From an optimization exercise on the open Yosys and OpenROAD flow, aimed at small area; shortcuts taken in it are not production practice. Only the layout flow was run in this run; the RTL was not checked for function there. Power and IR drop assume default switching activity.

[flow/run.sh]
#!/bin/bash
# synth_recipe.tcl (not shown) runs the flow's synth.tcl, then flattens the netlist and writes it again
# the make line also repeats each setting of config.mk as NAME=value (left out here)
make -C /OpenROAD-flow-scripts/flow DESIGN_CONFIG=/design/flow/config.mk WORK_HOME=/design/flow/orfs CLKGATE_MAP_FILE= SYNTH_SCRIPT=/design/flow/synth_recipe.tcl finish
[flow/design.v]
`timescale 1ns / 1ps
module ECC_MODULE(
input clk,
input rst_n,
input [7:0] axis_ins_tdata,
input axis_ins_tvalid,
output axis_ins_tready,
output reg [7:0] axis_ous_tdata,
output reg axis_ous_valid,
input axis_ous_ready 
    );
assign axis_ins_tready=1'b1;
reg rst_n_1;
reg rst_n_2;
reg rst_n_3;
always@(posedge clk or negedge rst_n) begin
    if(rst_n==1'b0) begin
        rst_n_1<=1'b0;
        rst_n_2<=1'b0;
        rst_n_3<=1'b0;
    end
    else begin
        rst_n_3<=rst_n_2;
        rst_n_2<=rst_n_1;
        rst_n_1<=1'b1;
    end
end
reg [7:0] m1;
reg valid1;
always@(posedge clk) begin
    if(rst_n_3==1'b0) begin
        valid1<=1'b0;
    end
    else if(axis_ins_tvalid==1'b1)begin
        valid1<=1'b1;
    end
    else begin
        valid1<=1'b0;
    end
end
always@(posedge clk) begin
   m1<=axis_ins_tdata;
end
reg [7:0] f2;
wire [7:0] r22;
reg [7:0] m2;
reg valid2;
always@(posedge clk) begin
    if(rst_n_3==1'b0) begin
        valid2<=1'b0;
    end
    else if (valid1==1'b1) begin
        valid2<=1'b1;
    end
    else begin
        valid2<=1'b0;
    end
end
always@(posedge clk) begin
    f2<=m1^r22;
    m2<=m1;
end
reg [7:0] r23;
assign r22=r23;
reg [7:0] r13;
reg [7:0] r03;
reg [7:0] m3;
reg valid3;
always@(posedge clk) begin
    if(rst_n_3==1'b0) begin
        valid3<=1'b0;
    end
    else if (valid2==1'b1) begin
        valid3<=1'b1;
    end
    else begin
        valid3<=1'b0;
    end
end
always@(posedge clk) begin
    m3<=m2;
end
always@(posedge clk) begin
    if(rst_n_3==1'b0) begin
        r23<=8'd0;
    end
    else if (valid2==1'b1) begin
                r23[7] <= (f2[6] ^ f2[5]) ^ (f2[4]                   ^ r13[7]);
                r23[6] <= (f2[7] ^ f2[5]) ^ (f2[4] ^ f2[3])          ^ r13[6] ;
                r23[5] <= (f2[6] ^ f2[4]) ^ (f2[3] ^ f2[2])          ^ r13[5] ; 
                r23[4] <= (f2[7] ^ f2[5]) ^ (f2[3] ^ f2[2]) ^ (f2[1] ^ r13[4]);
                r23[3] <= (f2[5] ^ f2[2]) ^ (f2[1] ^ f2[0])          ^ r13[3] ;
                r23[2] <= (f2[6] ^ f2[5]) ^ (f2[1] ^ f2[0])          ^ r13[2] ;
                r23[1] <= (f2[7] ^ f2[6]) ^ (f2[0]                   ^ r13[1]);
                r23[0] <= (f2[7] ^ f2[6]) ^ (f2[5]                   ^ r13[0]);
    end
    else begin
        r23<=8'd0;
    end
end
always@(posedge clk) begin
    if(rst_n_3==1'b0) begin
        r13<=8'd0;
    end
    else if (valid2==1'b1) begin
        r13[7] <= (f2[6] ^ f2[4]) ^ (f2[3] ^ f2[2]) ^          r03[7] ;
        r13[6] <= (f2[7] ^ f2[5]) ^ (f2[3] ^ f2[2]) ^ (f2[1] ^ r03[6]);
        r13[5] <= (f2[6] ^ f2[4]) ^ (f2[2] ^ f2[1]) ^ (f2[0] ^ r03[5]);
        r13[4] <= (f2[7] ^ f2[5]) ^ (f2[3] ^ f2[1]) ^ (f2[0] ^ r03[4]);
        r13[3] <= (f2[3] ^ f2[0])                            ^ r03[3] ;          
        r13[2] <= (f2[6] ^ f2[4]) ^ (f2[3]                   ^ r03[2]);
        r13[1] <= (f2[6] ^ f2[5]) ^ (f2[4]                   ^ r03[1]);
        r13[0] <= (f2[7] ^ f2[5]) ^ (f2[4] ^ f2[3])          ^ r03[0] ;
    end
    else begin
        r13<=8'd0;
    end
end
always@(posedge clk) begin
    if(rst_n_3==1'b0) begin
        r03<=8'd0;
    end
    else if (valid2==1'b1) begin
                r03[7] <= (f2[7] ^ f2[6]) ^ (f2[5] ^ f2[1]);
                r03[6] <= (f2[6] ^ f2[5]) ^ (f2[4] ^ f2[0]);
                r03[5] <= (f2[5] ^ f2[4]) ^  f2[3];
                r03[4] <= (f2[4] ^ f2[3]) ^  f2[2];   
                r03[3] <= (f2[6] ^ f2[5]) ^ (f2[3] ^ f2[2]);
                r03[2] <= (f2[7] ^ f2[6]) ^ (f2[4] ^ f2[2]);
                r03[1] <= (f2[7] ^ f2[3]);  
                r03[0] <= (f2[7] ^ f2[6]) ^  f2[2];
    end
    else begin
        r03<=8'd0;
    end
end
reg [7:0] counter;
wire _SE4_1=(counter==8'd251)?1'b1:1'b0;
wire _SE4_2=_SE4_1;
wire _SE4_2_n=~_SE4_1;
reg SE4;
reg SE4_n;
reg [7:0] r24;
reg [7:0] r14;
reg [7:0] r04;
(* KEEP="TRUE" *)reg [7:0] m4_e;
(* KEEP="TRUE" *)reg [7:0] m4_00;
(* KEEP="TRUE" *)reg [7:0] m4_01;
reg valid4;
always@(posedge clk) begin
    if(rst_n_3==1'b0) begin
        valid4<=1'b0;
    end
    else if (valid3==1'b1) begin
        valid4<=1'b1;
    end
    else begin
        valid4<=1'b0;
    end
end
always@(posedge clk) begin
    m4_e<=m3;
end
always@(posedge clk) begin
    m4_00<=m3;
    m4_01<=m3;
end
always@(posedge clk) begin
    r24<=r23;
end
always@(posedge clk) begin
    r14<=r13;
end
always@(posedge clk) begin
    r04<=r03;
end
always@(posedge clk) begin
    if(rst_n_3==1'b0) begin
        counter<=8'd0;
    end
    else if(_SE4_1==1'b1) begin
        counter<=8'd0;
    end
    else if (valid3==1'b1) begin
        counter<=counter+8'd1;
    end
end
always@(posedge clk) begin
    if(rst_n_3==1'b0) begin
        SE4<=1'd0;
    end
    else begin
        SE4<=_SE4_2;
    end
end
always@(posedge clk) begin
    if(rst_n_3==1'b0) begin
        SE4_n<=1'd0;
    end
    else begin
        SE4_n<=_SE4_2_n;
    end
end
wire [7:0] rp; 
reg [7:0] rpe1;
reg [7:0] roe1;
reg [7:0] r0e1;
reg [7:0] r1e1;
reg [7:0] r2e1;
reg valide1;
always@(posedge clk) begin
    if(rst_n_3==1'b0) begin
        valide1<=1'b0;
    end
    else if ((valid4&SE4)==1'b1) begin
        valide1<=1'b1;
    end
    else begin
        valide1<=1'b0;
    end
end
always@(posedge clk) begin
    rpe1<=rp^r24;
end
always@(posedge clk) begin
    roe1<=m4_e;
end
always@(posedge clk) begin
    r0e1<=r04;
end
always@(posedge clk) begin
    r1e1<=r14;
end
always@(posedge clk) begin
    r2e1<=r24;
end
reg valide2;
reg [7:0] roe2;
reg [7:0] rpe2;
reg [7:0] r0e2;
reg [7:0] r1e2;
always@(posedge clk) begin
    if(rst_n_3==1'b0) begin
        valide2<=1'b0;
    end
    else if (valide1==1'b1) begin
        valide2<=1'b1;
    end
    else begin
        valide2<=1'b0;
    end
end
always@(posedge clk) begin
    rpe2<=rpe1^r1e1;
end
always@(posedge clk) begin
    r0e2<=r0e1;
end
always@(posedge clk) begin
    r1e2<=r1e1;
end
always@(posedge clk) begin
    roe2<=r2e1;
end
reg valide3;
reg [7:0] roe3;
reg [7:0] rpe3;
reg [7:0] r0e3;
always@(posedge clk) begin
    if(rst_n_3==1'b0) begin
        valide3<=1'b0;
    end
    else if (valide2==1'b1) begin
        valide3<=1'b1;
    end
    else begin
        valide3<=1'b0;
    end
end
always@(posedge clk) begin
    rpe3<=rpe2^r0e2;
end
always@(posedge clk) begin
    r0e3<=r0e2;
end
always@(posedge clk) begin
    roe3<=r1e2;
end
reg valide4;
reg [7:0] roe4;
reg [7:0] rpe4;
always@(posedge clk) begin
    if(rst_n_3==1'b0) begin
        valide4<=1'b0;
    end
    else if (valide3==1'b1) begin
        valide4<=1'b1;
    end
    else begin
        valide4<=1'b0;
    end
end
always@(posedge clk) begin
    rpe4<=rpe3;
end
always@(posedge clk) begin
    roe4<=r0e3;
end
reg valide5;
reg [7:0] roe5;
always@(posedge clk) begin
    if(rst_n_3==1'b0) begin
        valide5<=1'b0;
    end
    else if (valide4==1'b1) begin
        valide5<=1'b1;
    end
    else begin
        valide5<=1'b0;
    end
end
always@(posedge clk) begin
    roe5<=rpe4;
end
reg valid5;
reg [7:0] ro5;
reg [7:0] rp5;
assign rp=rp5;
always@(posedge clk) begin
    if(rst_n_3==1'b0) begin
        valid5<=1'b0;
    end
    else if (valid4&SE4_n==1'b1) begin
        valid5<=1'b1;
    end
    else begin
        valid5<=1'b0;
    end
end
always@(posedge clk) begin
    ro5<=m4_00;
end
always@(posedge clk) begin
    if(rst_n_3==1'b0) begin
        rp5<=8'b0;
    end
    else if (valid4&SE4_n==1'b1) begin
        rp5<=rp5^m4_01;
    end
    else begin
        rp5<=8'd0;
    end
end
reg [7:0] Ro;
reg valid;
wire [7:0] _Ro={8{valid5}}&ro5|
           {8{valide1}}& roe1|
           {8{valide2}}& roe2|
           {8{valide3}}& roe3|
           {8{valide4}}& roe4|
           {8{valide5}}& roe5;
always@(posedge clk) begin
    Ro<=_Ro;
end
wire _valid=(valid5|valide1|valide2|valide3|valide4|valide5)?1'b1:1'b0;
always@(posedge clk) begin
    if(rst_n_3==1'b0) begin
        valid<=1'b0;
    end
    else begin
        valid<=_valid;
    end
end
always@(posedge clk) begin
    axis_ous_tdata<=Ro;
end
always@(posedge clk) begin
    if(rst_n_3==1'b0) begin
        axis_ous_valid<=1'b0;
    end
    else begin
        axis_ous_valid<=valid;
    end
end
endmodule
`timescale 1ns / 1ps
module ECC_array(
input clk,
input rst_n,
input [127:0] axis_ins_tdata,
input axis_ins_tvalid,
output axis_ins_tready,
output [127:0] axis_ous_tdata,
output axis_ous_valid,
input axis_ous_ready 
    );
wire [7:0] axis_ous_tdata0;
ECC_MODULE v_ECC_MODULE_0(
.clk(clk),
.rst_n(rst_n),
.axis_ins_tdata(axis_ins_tdata[7:0]),
.axis_ins_tvalid(axis_ins_tvalid),
.axis_ins_tready(axis_ins_tready),
.axis_ous_tdata(axis_ous_tdata0),
.axis_ous_valid(axis_ous_valid),
.axis_ous_ready() 
);
wire [7:0] axis_ous_tdata1;
ECC_MODULE v_ECC_MODULE_1(
.clk(clk),
.rst_n(rst_n),
.axis_ins_tdata(axis_ins_tdata[15:8]),
.axis_ins_tvalid(axis_ins_tvalid),
.axis_ins_tready(),
.axis_ous_tdata(axis_ous_tdata1),
.axis_ous_valid(),
.axis_ous_ready() 
);
wire [7:0] axis_ous_tdata2;
ECC_MODULE v_ECC_MODULE_2(
.clk(clk),
.rst_n(rst_n),
.axis_ins_tdata(axis_ins_tdata[23:16]),
.axis_ins_tvalid(axis_ins_tvalid),
.axis_ins_tready(),
.axis_ous_tdata(axis_ous_tdata2),
.axis_ous_valid(),
.axis_ous_ready() 
);
wire [7:0] axis_ous_tdata3;
ECC_MODULE v_ECC_MODULE_3(
.clk(clk),
.rst_n(rst_n),
.axis_ins_tdata(axis_ins_tdata[31:24]),
.axis_ins_tvalid(axis_ins_tvalid),
.axis_ins_tready(),
.axis_ous_tdata(axis_ous_tdata3),
.axis_ous_valid(),
.axis_ous_ready() 
);
wire [7:0] axis_ous_tdata4;
ECC_MODULE v_ECC_MODULE_4(
.clk(clk),
.rst_n(rst_n),
.axis_ins_tdata(axis_ins_tdata[39:32]),
.axis_ins_tvalid(axis_ins_tvalid),
.axis_ins_tready(),
.axis_ous_tdata(axis_ous_tdata4),
.axis_ous_valid(),
.axis_ous_ready() 
);
wire [7:0] axis_ous_tdata5;
ECC_MODULE v_ECC_MODULE_5(
.clk(clk),
.rst_n(rst_n),
.axis_ins_tdata(axis_ins_tdata[47:40]),
.axis_ins_tvalid(axis_ins_tvalid),
.axis_ins_tready(),
.axis_ous_tdata(axis_ous_tdata5),
.axis_ous_valid(),
.axis_ous_ready() 
);
wire [7:0] axis_ous_tdata6;
ECC_MODULE v_ECC_MODULE_6(
.clk(clk),
.rst_n(rst_n),
.axis_ins_tdata(axis_ins_tdata[55:48]),
.axis_ins_tvalid(axis_ins_tvalid),
.axis_ins_tready(),
.axis_ous_tdata(axis_ous_tdata6),
.axis_ous_valid(),
.axis_ous_ready() 
);
wire [7:0] axis_ous_tdata7;
ECC_MODULE v_ECC_MODULE_7(
.clk(clk),
.rst_n(rst_n),
.axis_ins_tdata(axis_ins_tdata[63:56]),
.axis_ins_tvalid(axis_ins_tvalid),
.axis_ins_tready(),
.axis_ous_tdata(axis_ous_tdata7),
.axis_ous_valid(),
.axis_ous_ready() 
);
wire [7:0] axis_ous_tdata8;
ECC_MODULE v_ECC_MODULE_8(
.clk(clk),
.rst_n(rst_n),
.axis_ins_tdata(axis_ins_tdata[71:64]),
.axis_ins_tvalid(axis_ins_tvalid),
.axis_ins_tready(),
.axis_ous_tdata(axis_ous_tdata8),
.axis_ous_valid(),
.axis_ous_ready() 
);
wire [7:0] axis_ous_tdata9;
ECC_MODULE v_ECC_MODULE_9(
.clk(clk),
.rst_n(rst_n),
.axis_ins_tdata(axis_ins_tdata[79:72]),
.axis_ins_tvalid(axis_ins_tvalid),
.axis_ins_tready(),
.axis_ous_tdata(axis_ous_tdata9),
.axis_ous_valid(),
.axis_ous_ready() 
);
wire [7:0] axis_ous_tdata10;
ECC_MODULE v_ECC_MODULE_10(
.clk(clk),
.rst_n(rst_n),
.axis_ins_tdata(axis_ins_tdata[87:80]),
.axis_ins_tvalid(axis_ins_tvalid),
.axis_ins_tready(),
.axis_ous_tdata(axis_ous_tdata10),
.axis_ous_valid(),
.axis_ous_ready() 
);
wire [7:0] axis_ous_tdata11;
ECC_MODULE v_ECC_MODULE_11(
.clk(clk),
.rst_n(rst_n),
.axis_ins_tdata(axis_ins_tdata[95:88]),
.axis_ins_tvalid(axis_ins_tvalid),
.axis_ins_tready(),
.axis_ous_tdata(axis_ous_tdata11),
.axis_ous_valid(),
.axis_ous_ready() 
);
wire [7:0] axis_ous_tdata12;
ECC_MODULE v_ECC_MODULE_12(
.clk(clk),
.rst_n(rst_n),
.axis_ins_tdata(axis_ins_tdata[103:96]),
.axis_ins_tvalid(axis_ins_tvalid),
.axis_ins_tready(),
.axis_ous_tdata(axis_ous_tdata12),
.axis_ous_valid(),
.axis_ous_ready() 
);
wire [7:0] axis_ous_tdata13;
ECC_MODULE v_ECC_MODULE_13(
.clk(clk),
.rst_n(rst_n),
.axis_ins_tdata(axis_ins_tdata[111:104]),
.axis_ins_tvalid(axis_ins_tvalid),
.axis_ins_tready(),
.axis_ous_tdata(axis_ous_tdata13),
.axis_ous_valid(),
.axis_ous_ready() 
);
wire [7:0] axis_ous_tdata14;
ECC_MODULE v_ECC_MODULE_14(
.clk(clk),
.rst_n(rst_n),
.axis_ins_tdata(axis_ins_tdata[119:112]),
.axis_ins_tvalid(axis_ins_tvalid),
.axis_ins_tready(),
.axis_ous_tdata(axis_ous_tdata14),
.axis_ous_valid(),
.axis_ous_ready() 
);
wire [7:0] axis_ous_tdata15;
ECC_MODULE v_ECC_MODULE_15(
.clk(clk),
.rst_n(rst_n),
.axis_ins_tdata(axis_ins_tdata[127:120]),
.axis_ins_tvalid(axis_ins_tvalid),
.axis_ins_tready(),
.axis_ous_tdata(axis_ous_tdata15),
.axis_ous_valid(),
.axis_ous_ready() 
);
assign axis_ous_tdata=
{axis_ous_tdata0,
axis_ous_tdata1,
axis_ous_tdata2,
axis_ous_tdata3,
axis_ous_tdata4,
axis_ous_tdata5,
axis_ous_tdata6,
axis_ous_tdata7,
axis_ous_tdata8,
axis_ous_tdata9,
axis_ous_tdata10,
axis_ous_tdata11,
axis_ous_tdata12,
axis_ous_tdata13,
axis_ous_tdata14,
axis_ous_tdata15
};
endmodule
[flow/constraint.sdc]
create_clock -name core_clock -period 3.2 [get_ports {clk}]
set_input_delay 0.6400 -clock core_clock [delete_from_list [all_inputs] [get_ports {clk}]]
set_output_delay 0.6400 -clock core_clock [all_outputs]
set_load 0.01 [all_outputs]
[flow/config.mk]
export PLATFORM = sky130hd
export DESIGN_NAME = ECC_array
export DESIGN_NICKNAME = ECC_array
export VERILOG_FILES = /design/flow/design.v
export SDC_FILE = /design/flow/constraint.sdc
export NUM_CORES = 4
export LEC_CHECK = 0
export CAP_MARGIN = 20
export CORE_MARGIN = 2
export CORE_UTILIZATION = 40
export SLEW_MARGIN = 20
==> impl_metrics.csv <==
group,metric,value,unit
worst_setup_path,cp.required,2.56,ns
sta,skew,0.0510,ns
logic_synthesis,synth-simple-area-share,5.90,%
outcome,status,"timing/DRC/antenna clean",
placement,place_ws,1.06,ns
logic_synthesis,ys_ff_latch,3977,
clocking,tritoncts,"built",
floorplanning,core_area,262000,µm²
routing,first_pass_iters,5,
sta,worstMarginPinSlew,0.800,ns
sta,fin_tns_setup,0,ns
worst_setup_path,slowest_stage,"clkdlybuf4s50_1",
layout,fin_cells,11600,
logic_synthesis,yosys.area_share.adder,0.190,%
sta,finalSetupViolCount,0,
worst_setup_path,cp_max_fo,1,
worst_setup_path,path_class,"flop to output pin",
logic_synthesis,syn_area_per_cell,14.3,µm²
placement,port_buffers,259,
global_routing,grt.total_usage,12.6,%
floorplanning,start_util,40.2,%
worst_setup_path,path_depth,1,
clocking,clkSinkCount,3977,
worst_setup_path,worstSetupStartpointType,"flop",
min_path,min_from,"axis_ins_tdata[81]",
worst_setup_path,crit_path_max_incr_delay,0.59,ns
layout,drive_gt1_share,9.54,%
sta,hold_viol_final,0,
routing,ant_nets,0,
logic_synthesis,synth_top_family_by_area,"XOR/XNOR gates",
routing,drt_wl_total,170000,µm
logic_synthesis,synth_xor_area_share,14.1,%
floorplanning,dieArea,267000,µm²
sta,finalCriticalPeriod,2.61,ns
worst_setup_path,path_cells,"clkdlybuf4s50_1",
routing,viasPerCell,4.18,
worst_setup_path,endpoint,"axis_ous_tdata[93]",
worst_setup_path,end_kind,"output pin",
layout,syn_to_final_growth,18.3,%
logic_synthesis,syn_area,105000,µm²
run,cap_violations,0,
worst_setup_path,critPathBufInv,1,
logic_synthesis,ys.flop_type,"dfxtp_1",
sta,grt_setup_unrepaired,"no",
sta,timing.fmax,0.384,GHz
clocking,cts_hold_buf,1,
power_and_ir_drop,power.leakage,52.7,nW
logic_synthesis,syn_inst,7363,
global_routing,grt_pass1_wl,267000,µm
global_routing,grt_max_degree,118,
sta,final_max_slew_viol_count,0,
worst_setup_path,path_delay_family,"buffers and inverters",
worst_setup_path,worstPathArrival,1.97,ns
clocking,cts_resized,0,
logic_synthesis,seq_area_frac_synth,75.7,%
floorplanning,row_count,188,
min_path,min_path_type,"input pin to flop",
clocking,path_clk_slew,0.06,ns
routing,drtIter0Drc,1758,
power_and_ir_drop,ir_drop,0.772,mV
global_routing,grt_pass1_vias,49800,
logic_synthesis,synth-edff-count,0,
clocking,cts-root-buf,"clkbuf_16",
placement,place_congestion,0.732,
layout,fin_nets,7917,
clocking,clockBufferDepth,4,
worst_setup_path,crit_path_start,"v_ECC_MODULE_4.axis_ous_tdata[5]$_DFF_P_",
routing,route.detailed.drc,0,
worst_setup_path,rrSetupSlack,1.17,ns
min_path,hold_depth,1,
sta,slew_headroom,46.7,%
floorplanning,io_pins,262,
clocking,insertion_delay,0.92,ns
layout,final_cell_mix,"3972 x dfxtp_1, 689 x xor2_1, 573 x nor2_1",
power_and_ir_drop,power_density,826,nW/µm²
worst_setup_path,rr_worst_depth,4,
floorplanning,die_y,517,µm
clocking,cts_setup_buffers,0,
global_routing,overflow,0,
sta,layout_setup_ws,0.593,ns
clocking,cts-buffers-inserted,380,
routing,vias,48500,
placement,hpwl,106000,µm
placement,dp.cells,10900,
worst_setup_path,reg2reg_to,"v_ECC_MODULE_2.rp5[0]$_SDFF_PN0_",
routing,avgRoutedWirePerCell,14.7,µm
logic_synthesis,ys_warn_count,1,
logic_synthesis,synth_compound_area_share,2.55,%
layout,final_common_cell,"dfxtp_1",
global_routing,antenna_found_initial,10,
sta,period_share,81.5,%
logic_synthesis,synthMuxAreaShare,0.171,%
logic_synthesis,ys_async_sr_fraction,0.0754,%
logic_synthesis,ys_types,42,
floorplanning,fp.dieW,517,µm
clocking,h-tree-depth,5,
worst_setup_path,reg2reg_from,"v_ECC_MODULE_11.rst_n_3$_DFF_PN0_",
[synthesized netlist by cell type (8+ instances only)]
library cell / count / area, µm²
clkbuf_1: 94 / 353
xor3_1: 48 / 1140
and3_1: 16 / 100
or2_0: 10 / 62.6
xnor3_2: 13 / 309
nand3b_1: 16 / 120
nand2b_1: 18 / 113
nand3_1: 192 / 961
xnor2_2: 31 / 504
o21ai_1: 16 / 80.1
o21a_1: 16 / 120
xnor2_4: 16 / 440
and2_1: 103 / 644
ha_1: 16 / 200
a21oi_1: 35 / 175
buf_1: 25 / 93.8
dfxtp_1: 3974 / 79600
nand4_2: 13 / 163
a31oi_1: 32 / 200
xnor2_1: 393 / 3440
o221a_2: 15 / 169
nor2_1: 573 / 2150
xnor3_1: 132 / 2970
inv_1: 50 / 188
mux2i_1: 18 / 180
buf_2: 118 / 591
nor3_1: 52 / 260
xor2_1: 689 / 6030
buf_4: 8 / 60.1
or3_1: 32 / 200
nand2_1: 248 / 931
nand4_1: 35 / 219
a22oi_1: 256 / 1920
buf_6: 10 / 113
or2_2: 38 / 238
[worst min-delay path by stage]
stage / endpoint / slack [ns]
6_report: v_ECC_MODULE_10.m1[1]$_DFF_P_ / 0.16
5_1_grt: v_ECC_MODULE_7.m1[3]$_DFF_P_ / 0.1
4_1_cts: v_ECC_MODULE_10.m1[1]$_DFF_P_ / 0.06
3_5_place_dp: v_ECC_MODULE_0.m4_00[1]$_DFF_P_ / 0.31
3_3_place_gp: v_ECC_MODULE_15.m3[1]$_DFF_P_ / 0.31
2_1_floorplan: v_ECC_MODULE_0.axis_ous_tdata[0]$_DFF_P_ / 0.31
[metal layers]
metal	GRT usage [%]	share of wire, %	vias to the layer above
met3	2.32	3.9	306
met2	21.0	47	727
met5	0	0.0076	-
li1	-	-	24500
met1	16.1	46	23000
met4	4.77	2.9	2
[metrics by stage]
stage	instance area (µm²)	util [%]	power (mW)	hold WS (ns)
global route	124000	47.5	107	0.0995
global placement	111000	42.5	57.9	0.309
CTS	124000	47.5	104	0.0560
floorplan	105000	-	57.0	0.310
detailed placement	111000	42.5	58.1	0.312
finish	124000	47.5	103	0.164
[where the power goes]
part	total, mW	internal, mW	switching (mW)
Combinational	4.07	2.53	1.54
Sequential	52.8	51.7	1.18
Clock	45.9	27.4	18.5
[cell families (layout without fill, tap and decap cells)]
family,Yosys count,count (layout)
simple gates,1352,1352
fa+ha+maj,16,16
mux,18,18
xor+xnor,1322,1322
buf+inv,306,1025
compound gates,371,371
flops,3977,3977
other cells,1,4
[cell type report]
cell class | count | area (µm²)
multi-input combinational | 3081 | 24100
tap | 3515 | 4400
clock buffer | 531 | 10900
antenna | 2 | 5.00
clock inverter | 165 | 2320
timing repair buffer | 279 | 2850
fill | 22600 | 137000
inverter | 50 | 188
sequential | 3977 | 79600

static timing again, ports no longer ideal:
The flow's constraints put no driver on any port. The routed layout listed below was extracted and timed again, unchanged, in two steps.
Step 1 assumes that a clkbuf_16 drives the clock port and a buf_2 every other input.
Step 2 times the ports against the registers' clock, not the clock port: input delays grow and output delays shrink by t, the midpoint of the rising clock arrivals with the driver on.
Slacks: no drivers / after step 1 / after step 2; pairs: no drivers / after step 1.
t, ns: 0.974
setup WS [ns]: 0.593 / 0.512 / 1.172
latest minus earliest clock arrival (ns): 0.055 / 0.056
slew at the worst register clock pin (ns): 0.07 / 0.07
cell pins on the clock port's net: 1
After both steps setup and hold are still met in this run. For this run, drivers alone change the setup slack by -0.081 ns; drivers and shift together by +0.579 ns.
